This is an optimization exercise on Yosys and OpenROAD, whose aim is small area, a short achievable clock period and few clock cycles, not a production implementation.
No activity file was given, so power comes from the tool's default toggle rates.

==> flow/design.v (excerpt) <==
module MultiCPU(
    input clk,
    input reset,
    input [31:0] Data_in,
    output mem_w,
    output [2:0] RAMCtrl,
    output [31:0] Data_out,
    output [31:0] Addr_out
    );
    reg [31:0] AR;       
    reg [31:0] FA;       
    reg        isdata;   
    reg        mw_r;
    reg [2:0]  rc_r;
    reg [31:0] IR, SK;
    reg [31:0] NPCD;     
    reg        IRV, SKV;
    reg        EV;
    reg [31:0] A, B, ALT;
    reg        bypA, bypB, bypT;
    reg [4:0]  rdE;
    reg        weE, memE, stE, phE;
    reg [2:0]  modeE;
    reg        subE, sltuE, slE, sraE;
    reg [1:0]  lopE;
    reg [5:0]  rselE;
    reg        brE, predE, jrE, off1E;
    reg [1:0]  brkE;     
    reg [31:0] R;
    reg [4:0]  rdW;
    reg        weW;
    assign Addr_out = AR;
    assign mem_w    = mw_r;
    assign RAMCtrl  = rc_r;
    assign Data_out = ALT;
    wire [31:0] ea = bypA ? R : A;
    wire [31:0] eb = bypB ? R : B;
    wire [31:0] res, sum;
    wire eq;
    ALU alu(.A(ea), .B(eb), .ALT(ALT), .sub(subE), .lop(lopE), .sltu(sltuE), .sl(slE),
            .sra(sraE), .rsel(rselE), .res(res), .sum(sum), .eq(eq));
    wire e_stall = EV & memE & ~phE;                  
    wire cond = brkE[1] ? ~ea[31] : (brkE[0] ? ~eq : eq);
    wire e_skip = EV & brE & ~predE & cond & off1E & IRV & ~pt(IR);
    wire e_redirect = EV & (jrE | (brE & (cond ^ predE) & ~e_skip));
    wire [31:0] e_target = jrE ? sum : ALT;
    wire e_wr = EV & weE & ~e_stall;                  
    wire [5:0] op = IR[31:26];
    wire [5:0] fn = IR[5:0];
    wire [4:0] rs = IR[25:21];
    wire [4:0] rt = IR[20:16];
    wire [4:0] rd = IR[15:11];
    wire [4:0] sa = IR[10:6];
  ...
For scale: roughly 5400 cells after synthesis, ~1400 flip-flops, roughly 100 I/O pins, about 68000 um2 of cells after synthesis.
clock: 13.0 ns
lec_check: 0
cap_margin: 30
core_margin: 2
core_utilization: 40
slew_margin: 30
synth_hierarchical: 1
synth_minimum_keep_size: 0
standard.sh (not shown) runs the stock make flow with config.mk's settings and CLKGATE_MAP_FILE= SYNTH_SCRIPT=/design/flow/synth_recipe.tcl, a recipe that flattens the netlist after the stock synthesis.
==> flow/flow/run.sh <==
#!/bin/bash
# Layout flow: the standard flow (standard.sh) with three changes to how the layout
# is made: timing repair aims at a larger setup slack than 0 (so it keeps shortening the
# critical paths), the port buffers are plain buffers instead of delay buffers, and clock
# tree synthesis adds no dummy loads. The clock, its period and the I/O constraints are
# the design's, unchanged.
set -euo pipefail
bash standard.sh synth > synth.log 2>&1
bash standard.sh SETUP_SLACK_MARGIN=8.8 "BUFFER_PORTS_ARGS=-buffer_cell sky130_fd_sc_hd__buf_4" \
  "CTS_ARGS=-sink_clustering_enable -repair_clock_nets -dont_use_dummy_load -buf_list sky130_fd_sc_hd__clkbuf_8 -root_buf sky130_fd_sc_hd__clkbuf_16" finish > layout.log 2>&1
Edit:
--- a/flow/design.v
+++ b/flow/design.v
@@ -190,53 +190,51 @@
     wire [4:0]  wa_d = r_jalr | isJal | isBgez ? 5'd31 : isR ? rd : rt;
     wire        we_d = (isR & ~r_jr) | isImm | isLui | isLd | isJal | isBgez;
     wire [31:0] qa, qb;
     Regs regs(.clk(clk), .rst(reset), .we(weW), .wa(rdW), .wd(R),
               .ra(rs), .rb(rt), .qa(qa), .qb(qb));
     wire [31:0] rsv = qa;
     wire [31:0] rtv = qb;
     wire [31:0] btarget = NPCD + {simm[30:0], 1'b0};
     wire d_pt = pt(IR);
-    wire br_pt = isBr & (imm[15:7] == 9'h1ff);       
     wire d_adv = IRV & ~e_stall;
     wire d_jr  = (r_jr | r_jalr) & (rt == 5'd0) & ~(e_wr & (rdE == rs));
     wire d_jrr = d_adv & d_jr & ~e_redirect;
     wire b_rt = (isR & ~r_shi) | isBeq | isBne;
     wire [31:0] b_d = (isJal | isBgez) ? NPCD :
                       isLui ? {imm, 16'h0} :
                       r_shi ? {27'h0, sa} :
                       b_rt ? rtv : simm;
-    wire [31:0] alt_d = isSt ? rtv : (isBr & ~br_pt) ? btarget : NPCD;
+    wire [31:0] alt_d = isSt ? rtv : (isBr & ~imm[15]) ? btarget : NPCD;
     wire [5:0] rsel_d;
     assign rsel_d[1] = r_log | i_log;
     assign rsel_d[2] = r_slt | i_slt;
     assign rsel_d[3] = r_sh;
     assign rsel_d[4] = isLui | isJal | isBgez;
     assign rsel_d[5] = r_jalr;
     assign rsel_d[0] = ~(rsel_d[1] | rsel_d[2] | rsel_d[3] | rsel_d[4] | rsel_d[5]);
     wire sub_d  = isR ? (fn[5] & fn[1]) : (op[5:1] == 5'b00101);
     wire [1:0] lop_d = isR ? fn[1:0] : op[1:0];
     wire sltu_d = isR ? fn[0] : op[0];
     wire [2:0] mode_d = op[2] ? {2'b10, op[0]} : op[1] ? {2'b00, ~op[0]} : {2'b11, op[0]};
     function pt(input [31:0] w);
-        pt = ((w[31:26] == 6'b000100 || w[31:26] == 6'b000101 || w[31:26] == 6'b000001) &&
-              w[15:7] == 9'h1ff)
+        pt = ((w[31:26] == 6'b000100 || w[31:26] == 6'b000101 || w[31:26] == 6'b000001) && w[15])
            || w[31:27] == 5'b00001;
     endfunction
     wire [31:0] FA2 = FA + 32'd2;
     wire        fpt = pt(Data_in);
-    wire [7:0]  flo;
-    wire        fco;
-    ADD8C1 flo_add(.a(FA[8:1]), .b(Data_in[7:0]), .s(flo), .co(fco));
-    wire [22:0] fhi_m;
-    DEC23 fdec(.a(FA[31:9]), .y(fhi_m));    
+    wire [17:0] flo = {1'b0, FA[16:1], 1'b1} + {1'b0, Data_in[15:0], 1'b1};
+    wire [14:0] fhi_p = FA[31:17] + 15'd1;
+    wire [14:0] fhi_m = FA[31:17] - 15'd1;
+    wire [14:0] fhi = flo[17] ? (Data_in[15] ? FA[31:17] : fhi_p) :
+                                (Data_in[15] ? fhi_m : FA[31:17]);
     wire [31:0] ftarget = (Data_in[31:27] == 5'b00001) ? {FA2[31:27], Data_in[25:0], 1'b0} :
-                          {fco ? FA[31:9] : fhi_m, flo, 1'b0};
+                          {fhi, flo[16:1], 1'b0};
     wire full     = ~d_adv & IRV & SKV;
     wire room     = ~full & ~(d_adv & SKV & pt(SK)) & ~(~d_adv & IRV & ~SKV & d_pt);
     wire fetch_ok = ~isdata & ~e_redirect & ~d_jrr & room;
     wire [31:0] NPCD2 = NPCD + 32'd2;
     wire [31:0] FA_next = e_redirect ? e_target :
                           d_jrr ? rsv :
                           ~fetch_ok ? FA :
                           fpt ? ftarget : FA2;
     wire [31:0] AR_next = e_stall ? sum : FA_next;
@@ -312,57 +310,17 @@
             modeE <= mode_d;
             subE <= sub_d;
             sltuE <= sltu_d;
             slE <= ~fn[1];
             sraE <= fn[0];
             lopE <= lop_d;
             rselE <= rsel_d;
             brE <= isBr;
             brkE <= {isBgez, isBne};
-            predE <= br_pt;
+            predE <= imm[15];
             jrE <= (r_jr | r_jalr) & ~d_jr;
             off1E <= (imm == 16'h0001);
         end else if (bypT) begin
             ALT <= R;            
         end
     end
 endmodule
-module ADD8C1(input [7:0] a, input [7:0] b, output [7:0] s, output co);
-    wire [7:0] g = a & b;
-    wire [7:0] p = a ^ b;
-    wire [7:0] g0 = {g[7:1], g[0] | p[0]};
-    wire [7:0] p0 = p;
-    wire [7:0] g1, p1, g2, p2, g3;
-    genvar i;
-    generate
-        for (i = 0; i < 8; i = i + 1) begin : l1
-            if (i >= 1) begin : x
-                assign g1[i] = g0[i] | (p0[i] & g0[i-1]);
-                assign p1[i] = p0[i] & p0[i-1];
-            end else begin : y
-                assign g1[i] = g0[i];
-                assign p1[i] = p0[i];
-            end
-        end
-        for (i = 0; i < 8; i = i + 1) begin : l2
-            if (i >= 2) begin : x
-                assign g2[i] = g1[i] | (p1[i] & g1[i-2]);
-                assign p2[i] = p1[i] & p1[i-2];
-            end else begin : y
-                assign g2[i] = g1[i];
-                assign p2[i] = p1[i];
-            end
-        end
-        for (i = 0; i < 8; i = i + 1) begin : l3
-            if (i >= 4) begin : x
-                assign g3[i] = g2[i] | (p2[i] & g2[i-4]);
-            end else begin : y
-                assign g3[i] = g2[i];
-            end
-        end
-    endgenerate
-    assign s = p ^ {g3[6:0], 1'b1};
-    assign co = g3[7];
-endmodule
-module DEC23(input [22:0] a, output [22:0] y);
-    assign y = a - 23'd1;
-endmodule
What happened: Sequential share of layout area came out higher by 0.96 points. Setup slack got worse by 0.063 ns. Flip-flop and latch count is unchanged. Total power shrinks by 2.9%. Synthesized area is about the same. Non-clock buffer count came out lower by 98. Core utilization decreases by 1.0 points. Register-to-register slack got worse by 0.13 ns. Maximum frequency fell by 1.3%. Combinational power came out lower by about 6%. Design area drops by 2.0%. Count of clock-buffer cells in the layout rose by 1.
No run of this note included a check of the RTL's function; only the layout flow was run.

-- static timing again, ports no longer ideal --
The results above use ideal ports. As a check the final layouts listed here were re-extracted and re-timed, cells and wires unchanged. Step 1 assumes that a clkbuf_16 drives the clock port and a buf_2 every other input. Step 2 also shifts input and output timing later by t, the mid clock arrival at the registers, as if the neighbouring blocks saw the same clock. a / b / c = ideal ports / drivers / drivers and shift; a / b = the first two.
run	shift t [ns]	slack for setup (ns)	slew at the worst register clock pin (ns)
the first run	0.892	8.369 / 8.383 / 7.491	0.07 / 0.07
the second run	0.852	8.306 / 8.336 / 7.484	0.06 / 0.06
After both steps setup and hold are still met in every run listed. For the first run, which loses most, drivers alone change the setup slack by +0.014 ns; drivers and shift together by -0.878 ns.
